From an optimization exercise on the open Yosys and OpenROAD flow, aimed at small area, a short achievable clock period and few clock cycles; shortcuts taken in it are not production practice. At most, simulation tests tie the RTL to the original design; equivalence was not proved. No activity file was given, so power comes from the tool's default toggle rates.

// ariscv
module ariscv #(
   parameter NBW_ACLK      = 6,
   parameter NBW_INST      = 32,
   parameter NBW_REGISTER  = 32,
   parameter NBW_ADDR      = 5,
   parameter NBW_PC        = 32
)(
   input  logic                        clk,
   input  logic                        rst_async_n,
   input  logic [NBW_INST-1:0]         i_inst,
   output logic [NBW_PC-1:0]           o_pc,
   output logic [NBW_REGISTER-1:0]     o_writeData,
   output logic [NBW_REGISTER-1:0]     o_writeAddr,
   output logic                        o_memWrite,
   output logic [2:0]                  o_writeWidth,
   input  logic [NBW_REGISTER-1:0]     i_readData
);
   localparam logic [4:0] OP_LOAD = 5'b00000, OP_STORE = 5'b01000, OP_BRANCH = 5'b11000,
                          OP_JALR = 5'b11001, OP_JAL   = 5'b11011, OP_OPIMM  = 5'b00100,
                          OP_OP   = 5'b01100, OP_AUIPC = 5'b00101, OP_LUI    = 5'b01101;
   logic          x_redirect;
   logic [11:2]   x_target;
   logic          d_replay;
   logic [11:2]   pc_q;
   logic [4:0]    f_op;
   logic          f_jal, f_br, f_pred, f_auipc, f_rs2;
   logic [11:2]   f_tj, f_tb, f_target;
   logic [12:2]   f_pc4;
   logic [12:2]   f_alt;
   assign o_pc = {20'd0, pc_q, 2'b00};
   assign f_op    = i_inst[6:2];
   assign f_jal   = (f_op == OP_JAL);
   assign f_br    = (f_op == OP_BRANCH) & (i_inst[31] | i_inst[12]);
   assign f_pred  = f_jal | f_br;
   assign f_auipc = (f_op == OP_AUIPC);
   assign f_rs2   = (f_op == OP_OP) | (f_op == OP_BRANCH) | (f_op == OP_STORE);
   add_sk #(.W(10)) uu_tj (.i_a(pc_q), .i_b({i_inst[20], i_inst[30:22]}), .i_cin(1'b0), .o_sum(f_tj), .o_cout());
  ...
export LEC_CHECK = 0
export CAP_MARGIN = 35
export CORE_MARGIN = 2
export CORE_UTILIZATION = 40
export SLEW_MARGIN = 35
create_clock -name core_clock -period 11.0 [get_ports {clk}]
standard.sh (not shown) runs the stock make flow with config.mk's settings and CLKGATE_MAP_FILE= SYNTH_SCRIPT=/design/flow/synth_recipe.tcl, a recipe that flattens the netlist after the stock synthesis.
==> flow/flow/run.sh <==
#!/bin/bash
# The standard layout (standard.sh: its synthesis and ORFS steps, its SDC),
# with these changes to how the layout is made:
#  - the resizer is asked for more setup slack than the 11 ns clock needs;
#  - no gate cloning in timing repair (clones added after the last design
#    repair could leave slew violations);
#  - CTS without dummy loads, with larger sink clusters;
#  - ports buffered with buf_2 instead of the default delay buffer.
# ORFS writes each step's log under orfs/logs/; make's output goes to flow.log.
set -o pipefail
bash standard.sh SETUP_SLACK_MARGIN=7 SKIP_GATE_CLONING=1 \
  "CTS_ARGS=-sink_clustering_enable -repair_clock_nets -dont_use_dummy_load -sink_clustering_size 25 -sink_clustering_max_diameter 100 -buf_list {sky130_fd_sc_hd__clkbuf_8 sky130_fd_sc_hd__clkbuf_16}" \
  "BUFFER_PORTS_ARGS=-buffer_cell sky130_fd_sc_hd__buf_2" \
  finish > flow.log 2>&1
Rerun with:
--- a/flow/design.v
+++ b/flow/design.v
@@ -108,35 +108,34 @@
    output logic                        o_memWrite,
    output logic [2:0]                  o_writeWidth,
    input  logic [NBW_REGISTER-1:0]     i_readData
 );
    localparam logic [4:0] OP_LOAD = 5'b00000, OP_STORE = 5'b01000, OP_BRANCH = 5'b11000,
                           OP_JALR = 5'b11001, OP_JAL   = 5'b11011, OP_OPIMM  = 5'b00100,
                           OP_OP   = 5'b01100, OP_AUIPC = 5'b00101, OP_LUI    = 5'b01101;
    logic          x_redirect;
    logic [11:2]   x_target;
    logic          d_replay;
    logic [11:2]   pc_q;
    logic [4:0]    f_op;
-   logic          f_jal, f_br, f_pred, f_auipc, f_rs2;
+   logic          f_jal, f_br, f_pred, f_auipc;
    logic [11:2]   f_tj, f_tb, f_target;
    logic [12:2]   f_pc4;
    logic [12:2]   f_alt;
    assign o_pc = {20'd0, pc_q, 2'b00};
    assign f_op    = i_inst[6:2];
    assign f_jal   = (f_op == OP_JAL);
    assign f_br    = (f_op == OP_BRANCH) & (i_inst[31] | i_inst[12]);
    assign f_pred  = f_jal | f_br;
    assign f_auipc = (f_op == OP_AUIPC);
-   assign f_rs2   = (f_op == OP_OP) | (f_op == OP_BRANCH) | (f_op == OP_STORE);
    add_sk #(.W(10)) uu_tj (.i_a(pc_q), .i_b({i_inst[20], i_inst[30:22]}), .i_cin(1'b0), .o_sum(f_tj), .o_cout());
    add_sk #(.W(10)) uu_tb (.i_a(pc_q), .i_b({i_inst[7], i_inst[30:25], i_inst[11:9]}), .i_cin(1'b0), .o_sum(f_tb), .o_cout());
    assign f_target = f_jal ? f_tj : f_tb;
    assign f_pc4   = {1'b0, pc_q} + 11'd1;
    assign f_alt   = (f_auipc | (f_op == OP_LOAD) | (f_op == OP_STORE)) ? {1'b0, pc_q} : (f_pred | (f_op != OP_BRANCH)) ? f_pc4 : {1'b0, f_tb};
    always_ff @(posedge clk or negedge rst_async_n) begin
       if (!rst_async_n)    pc_q <= '0;
       else if (x_redirect) pc_q <= x_target;
       else if (d_replay)    pc_q <= d_alt[11:2];
       else if (f_jal)      pc_q <= f_tj;
       else if (f_br)       pc_q <= f_tb;
       else                 pc_q <= f_pc4[11:2];
@@ -147,38 +146,38 @@
    logic [12:2]   d_alt;
    logic          d_useimm, d_mem, d_wen, d_opx, d_load, d_store, d_branch, d_jalr, d_link, d_upper;
    logic [1:0]    d_immsel;
    logic [31:1]   d_rs1_sel, d_rs2_sel;
    always_ff @(posedge clk or negedge rst_async_n) begin
       if (!rst_async_n)  d_valid <= 1'b0;
       else               d_valid <= ~x_redirect & ~d_replay;
    end
    always_ff @(posedge clk) begin
       d_ir   <= i_inst;
       d_pred <= f_pred;
       d_alt  <= f_alt;
-      d_useimm <= ~f_rs2;
+      d_useimm <= (f_op != OP_OP) & (f_op != OP_BRANCH) & (f_op != OP_STORE);
       d_mem    <= (f_op == OP_LOAD) | (f_op == OP_STORE);
       d_wen    <= (f_op != OP_STORE) & (f_op != OP_BRANCH) & (i_inst[11:7] != 5'd0);
       d_opx    <= (f_op == OP_OP) | (f_op == OP_OPIMM);
       d_load   <= (f_op == OP_LOAD);
       d_store  <= (f_op == OP_STORE);
       d_branch <= (f_op == OP_BRANCH);
       d_jalr   <= (f_op == OP_JALR);
       d_link   <= (f_op == OP_JAL) | (f_op == OP_JALR);
       d_upper  <= (f_op == OP_LUI) | (f_op == OP_AUIPC);
       d_immsel <= (f_op == OP_STORE) ? 2'd1 : (f_op == OP_LUI) ? 2'd2 : f_auipc ? 2'd3 : 2'd0;
       for (int i = 1; i < 32; i++) begin
          d_rs1_sel[i] <= (i_inst[19:15] == 5'(i));
-         d_rs2_sel[i] <= (i_inst[24:20] == 5'(i)) & f_rs2;
+         d_rs2_sel[i] <= (i_inst[24:20] == 5'(i));
       end
    end
    logic [2:0]    d_f3;
    logic [4:0]    d_rs1, d_rs2, d_rd;
    logic [31:0]   d_imm;
    logic [31:0]   d_rd1, d_rd2;
    assign d_f3  = d_ir[14:12];
    assign d_rs1 = d_ir[19:15];
    assign d_rs2 = d_ir[24:20];
    assign d_rd  = d_ir[11:7];
    always_comb begin
       case (d_immsel)
@@ -217,25 +216,25 @@
    logic [2:0]    x_f3;
    logic          x_sub, x_arith, x_left;
    logic          x_sel_sum, x_sel_sh, x_sel_xor, x_sel_or, x_sel_and, x_sel_lt, x_sel_ltu, x_sel_b;
    logic          x_load, x_store, x_branch, x_jalr, x_link;
    logic          x_pred;
    logic [12:2]   x_alt;
    always_ff @(posedge clk or negedge rst_async_n) begin
       if (!rst_async_n) x_valid <= 1'b0;
       else              x_valid <= d_valid & ~x_redirect & ~d_replay;
    end
    always_ff @(posedge clk) begin
       x_a       <= fwd_a ? x_result : d_rd1;
-      x_b       <= {32{d_sub}} ^ (fwd_b ? x_result : (d_rd2 | ({32{d_useimm}} & d_imm)));
+      x_b       <= {32{d_sub}} ^ (fwd_b ? x_result : (d_useimm ? d_imm : d_rd2));
       x_addr    <= d_addr;
       x_rd      <= d_rd;
       x_wen     <= d_wen;
       x_f3      <= d_f3;
       x_sub     <= d_sub;
       x_arith   <= d_ir[30];
       x_left    <= ~d_f3[2];
       x_sel_sum <= d_opx & (d_f3 == 3'd0);
       x_sel_sh  <= d_opx & (d_f3[1:0] == 2'b01);
       x_sel_xor <= d_opx & (d_f3 == 3'd4);
       x_sel_or  <= d_opx & (d_f3 == 3'd6);
       x_sel_and <= d_opx & (d_f3 == 3'd7);
Result: Combinational power climbs by roughly a tenth. Routed wire length climbs slightly. Synthesized cell count climbs by a few percent. Non-clock buffer count climbs by 36. Register-to-register slack improves by 90 ps. Setup slack improves by 95 ps. Power climbs by a few percent. Sequential share of layout area drops by 0.70 points. Die area climbs slightly. Clock power climbs by a few percent.
No run of this note included a check of the RTL's function; only the layout flow was run.

---

ariscv, a different RTL version from the one above (not shown whole).
For scale: ~4,500 cells after synthesis, ~170 I/O pins, ~0.057 mm2 of cells after synthesis.
clock: 11.0 ns
lec_check: 0
cap_margin: 35
core_margin: 2
core_utilization: 40
slew_margin: 35
synth_hierarchical: 1
synth_minimum_keep_size: 0
Scripts as last shown in full above: flow/flow/run.sh
Testbench counts at the start, summed over its fixed seeds: cycles 365,440.
Then changed:
--- a/flow/design.v
+++ b/flow/design.v
@@ -13,22 +13,24 @@
    input  logic         i_sel_ltu,
    input  logic         i_sel_b,
    output logic [31:0]  o_result,
    output logic [31:0]  o_sum,
    output logic         o_lt,
    output logic         o_ltu,
-   output logic         o_eq         
+   output logic         o_eq
 );
    logic [32:0] sum;
    logic [31:0] shin, shl, shr, x;
-   add_sk #(.W(32)) uu_add (.i_a(i_a), .i_b(i_b), .i_cin(i_sub), .o_sum(sum[31:0]), .o_cout(sum[32]));
+   logic [31:0] bx;
+   vec_xor #(.W(32)) uu_bx (.i_a(i_b), .i_b({32{i_sub}}), .o_y(bx));
+   add_sk #(.W(32)) uu_add (.i_a(i_a), .i_b(bx), .i_cin(i_sub), .o_sum(sum[31:0]), .o_cout(sum[32]));
    assign o_sum = sum[31:0];
    assign o_ltu = ~sum[32];
-   assign o_lt  = (i_a[31] ^ ~i_b[31]) ? i_a[31] : sum[31];
+   assign o_lt  = (i_a[31] ^ i_b[31]) ? i_a[31] : sum[31];
    assign x     = i_a ^ i_b;
-   assign o_eq  = &x;
+   assign o_eq  = ~|x;
    always_comb begin
       for (int i = 0; i < 32; i++) shin[i] = i_left ? i_a[31-i] : i_a[i];
    end
    assign shr = 32'($signed({i_arith & i_a[31], shin}) >>> i_b[4:0]);
    always_comb begin
       for (int i = 0; i < 32; i++) shl[i] = shr[31-i];
@@ -48,38 +50,40 @@
    input  logic [W-1:0]  i_a,
    input  logic [W-1:0]  i_b,
    input  logic          i_cin,
    output logic [W-1:0]  o_sum,
    output logic          o_cout
 );
-   logic [W:0] g0, p0, G, P;
+   logic [W:0]   g0, p0, G, P;
+   logic [W-1:0] p;
+   vec_xor #(.W(W)) uu_p (.i_a(i_a), .i_b(i_b), .o_y(p));
    assign g0 = {i_a & i_b, i_cin};
-   assign p0 = {i_a ^ i_b, 1'b0};
+   assign p0 = {p, 1'b0};
    always_comb begin
       G = g0;
       P = p0;
       for (int l = 0; (1 << l) <= W; l++) begin
          for (int i = W; i >= 0; i--) begin
             if ((i >> l) & 1) begin
                G[i] = G[i] | (P[i] & G[((i >> l) << l) - 1]);
                P[i] = P[i] & P[((i >> l) << l) - 1];
             end
          end
       end
    end
-   sum_xor #(.W(W)) uu_sum (.i_p(p0[W:1]), .i_c(G[W-1:0]), .o_s(o_sum));
+   vec_xor #(.W(W)) uu_sum (.i_a(p), .i_b(G[W-1:0]), .o_y(o_sum));
    assign o_cout = G[W];
 endmodule
-module sum_xor #(
+module vec_xor #(
    parameter W = 32
 )(
-   input  logic [W-1:0]  i_p,
-   input  logic [W-1:0]  i_c,
-   output logic [W-1:0]  o_s
+   input  logic [W-1:0]  i_a,
+   input  logic [W-1:0]  i_b,
+   output logic [W-1:0]  o_y
 );
-   assign o_s = i_p ^ i_c;
+   assign o_y = i_a ^ i_b;
 endmodule
 module reg_file (
    input  logic         clk,
    input  logic         i_wr_en,
    input  logic [4:0]   i_wr_addr,
    input  logic [31:0]  i_wr_dt,
@@ -232,13 +236,13 @@
    always_ff @(posedge clk or negedge rst_async_n) begin
       if (!rst_async_n) x_valid <= 1'b0;
       else              x_valid <= d_valid & ~x_redirect & ~d_replay;
    end
    always_ff @(posedge clk) begin
       x_a       <= fwd_a ? x_result : d_rd1;
-      x_b       <= {32{d_sub}} ^ (fwd_b ? x_result : (d_rd2 | ({32{d_useimm}} & d_imm)));
+      x_b       <= fwd_b ? x_result : (d_rd2 | ({32{d_useimm}} & d_imm));
       x_addr    <= d_addr;
       x_rd      <= d_rd;
       x_wen     <= d_wen;
       x_f3      <= d_f3;
       x_sub     <= d_sub;
       x_arith   <= d_ir[30];
- cell area climbs by 0.95%
- non-clock buffer count goes up by 60
- clock skew falls by 0.0081 ns
- total power barely changes
- sequential power hardly moves
- sequential cell count does not change
- first-iteration DRC count decreases by 0.88%
- routed wire length goes up by 2.4%
- final cell count went down by 0.70%
- worst setup slack degrades by 0.39 ns
- synthesized area goes down by 0.63%
Function not checked in the second run of this note: the RTL went through the layout flow alone.

---

Setup of before:
ariscv, a different RTL version from the one above (not shown whole).
Size in the first run: about 170 I/O pins, roughly 0.058 mm² of cells after synthesis.
==> module alu, before the edit <==
module alu (
   input  logic [31:0]  i_a,
   input  logic [31:0]  i_b,
   input  logic         i_sub,       
   input  logic         i_arith,     
   input  logic         i_left,      
   input  logic         i_sel_sh,
   input  logic         i_sel_xor,
   input  logic         i_sel_or,
   input  logic         i_sel_and,
   input  logic         i_sel_lt,
   input  logic         i_sel_ltu,
   input  logic         i_sel_b,
   output logic [31:0]  o_rest,
   output logic [31:0]  o_sum,
   output logic         o_lt,
   output logic         o_ltu,
   output logic         o_eq         
);
   logic [32:0] sum;
   logic [31:0] shin, shl, shr, x;
   add_sk #(.W(32)) uu_add (.i_a(i_a), .i_b(i_b), .i_cin(i_sub), .o_sum(sum[31:0]), .o_cout(sum[32]));
   assign o_sum = sum[31:0];
   assign o_ltu = ~sum[32];
   assign o_lt  = (i_a[31] ^ ~i_b[31]) ? i_a[31] : sum[31];
   assign x     = i_a ^ i_b;
   assign o_eq  = &x;
   always_comb begin
      for (int i = 0; i < 32; i++) shin[i] = i_left ? i_a[31-i] : i_a[i];
   end
   assign shr = 32'($signed({i_arith & i_a[31], shin}) >>> i_b[4:0]);
   always_comb begin
      for (int i = 0; i < 32; i++) shl[i] = shr[31-i];
   end
   assign o_rest   = ({32{i_sel_sh & ~i_left}} & shr)
                   | ({32{i_sel_sh & i_left}}  & shl)
                   | ({32{i_sel_xor}} & x)
                   | ({32{i_sel_or}}  & (i_a | i_b))
                   | ({32{i_sel_and}} & (i_a & i_b))
                   | ({32{i_sel_b}}   & i_b)
                   | {31'd0, (i_sel_lt & o_lt) | (i_sel_ltu & o_ltu)};
endmodule
==> flow/config.mk <==
export PLATFORM = sky130hd
export DESIGN_NAME = ariscv
export DESIGN_NICKNAME = ariscv
export VERILOG_FILES = /design/flow/design.v
export SDC_FILE = /design/flow/constraint.sdc
export NUM_CORES = 8
export LEC_CHECK = 0
export CAP_MARGIN = 35
export CORE_MARGIN = 2
export CORE_UTILIZATION = 40
export SLEW_MARGIN = 35
export SYNTH_HIERARCHICAL = 1
export SYNTH_MINIMUM_KEEP_SIZE = 0
==> flow/constraint.sdc <==
create_clock -name core_clock -period 11.0 [get_ports {clk}]
set_input_delay 2.2000 -clock core_clock [delete_from_list [all_inputs] [get_ports {clk}]]
set_output_delay 2.2000 -clock core_clock [all_outputs]
set_load 0.01 [all_outputs]
Scripts as last shown in full above: flow/flow/run.sh
The inputs of after differ from those of before as listed below.
-- flow/design.v --
<<< before, line 22
   add_sk #(.W(32)) uu_add (.i_a(i_a), .i_b(i_b), .i_cin(i_sub), .o_sum(sum[31:0]), .o_cout(sum[32]));
   assign o_sum = sum[31:0];
   assign o_ltu = ~sum[32];
   assign o_lt  = (i_a[31] ^ ~i_b[31]) ? i_a[31] : sum[31];
   assign x     = i_a ^ i_b;
   assign o_eq  = &x;
>>> after, line 22
   add_sk #(.W(32)) uu_add (.i_a(i_a), .i_b(i_b), .i_cin(i_sub), .o_sum(sum[31:0]), .o_cout(sum[32]));
   assign o_sum = sum[31:0];
   cmp_lt uu_cmp (.i_a(i_a), .i_b(i_b), .i_cin(i_sub), .o_ltu(o_ltu), .o_lt(o_lt));
   assign x     = i_a ^ i_b;
   assign o_eq  = &x;
<<< before, line 76
);
   assign o_s = i_p ^ i_c;
endmodule
module rf_sel31 (
>>> after, line 75
);
   assign o_s = i_p ^ i_c;
endmodule
module cmp_lt (
   input  logic [31:0]  i_a,
   input  logic [31:0]  i_b,
   input  logic         i_cin,
   output logic         o_ltu,
   output logic         o_lt
);
   logic [31:0] g, p;
   logic        c31;
   always_comb begin
      g = {i_a[30:0] & i_b[30:0], i_cin};
      p = {i_a[30:0] | i_b[30:0], 1'b0};
      for (int l = 1; l < 32; l = l * 2) begin
         for (int i = 31; i >= 0; i--) begin
            if ((i % (2 * l)) == (2 * l - 1)) begin
               g[i] = g[i] | (p[i] & g[i-l]);
               p[i] = p[i] & p[i-l];
            end
         end
      end
      c31 = g[31];
   end
   assign o_ltu = ~((i_a[31] & i_b[31]) | ((i_a[31] | i_b[31]) & c31));
   assign o_lt  = ~((~i_a[31] & ~i_b[31]) | ((~i_a[31] | ~i_b[31]) & c31));
endmodule
module rf_sel31 (
==> results.txt <==
Compared with before, after shows a higher count of standard-cell rows. Reported net switching power in after is 0.00012 W above before. Relative to before, total power increased by 1.1% in after. Where wire length is concerned, before is better than after. Count of clock-buffer cells in the layout was higher in after than in before.
No run of this note included a check of the RTL's function; only the layout flow was run.

==> separate check: timing with driven ports <==
No port has a modelled driver above. Below, the same layouts with a new extraction and two added sets of constraints.
Step 1: set_driving_cell puts a clkbuf_16 on clk and a buf_2 on each other input, an assumption about the parent block.
Step 2 times the ports against the registers' clock, not the clock port: input delays grow and output delays shrink by t, the midpoint of the rising clock arrivals with the driver on.
Slacks: ideal / step 1 / step 2; pairs: ideal / step 1.
run | t, ns | slack for setup (ns) | worst hold slack (ns) | worst register clock-pin slew, ns | pins driven straight from the clock port
the first run of note 1 | 0.770 | 6.928 / 6.928 / 6.329 | 0.336 / 0.336 / 0.336 | 0.11 / 0.11 | 1
the second run of note 1 | 0.771 | 7.023 / 7.023 / 6.262 | 0.322 / 0.322 / 0.322 | 0.11 / 0.11 | 1
the first run of note 2 | 0.757 | 7.015 / 6.995 / 6.320 | 0.329 / 0.329 / 0.329 | 0.10 / 0.10 | 1
the second run of note 2 | 0.750 | 6.624 / 6.624 / 6.253 | 0.334 / 0.334 / 0.334 | 0.11 / 0.11 | 1
before | 0.752 | 7.017 / 7.017 / 6.458 | 0.336 / 0.336 / 0.336 | 0.11 / 0.11 | 1
after | 0.759 | 6.907 / 6.907 / 6.430 | 0.334 / 0.334 / 0.334 | 0.11 / 0.11 | 1
After both steps setup and hold are still met in every run listed. For the second run of note 1, which loses most, drivers alone change the setup slack by 0.000 ns; drivers and shift together by -0.761 ns.
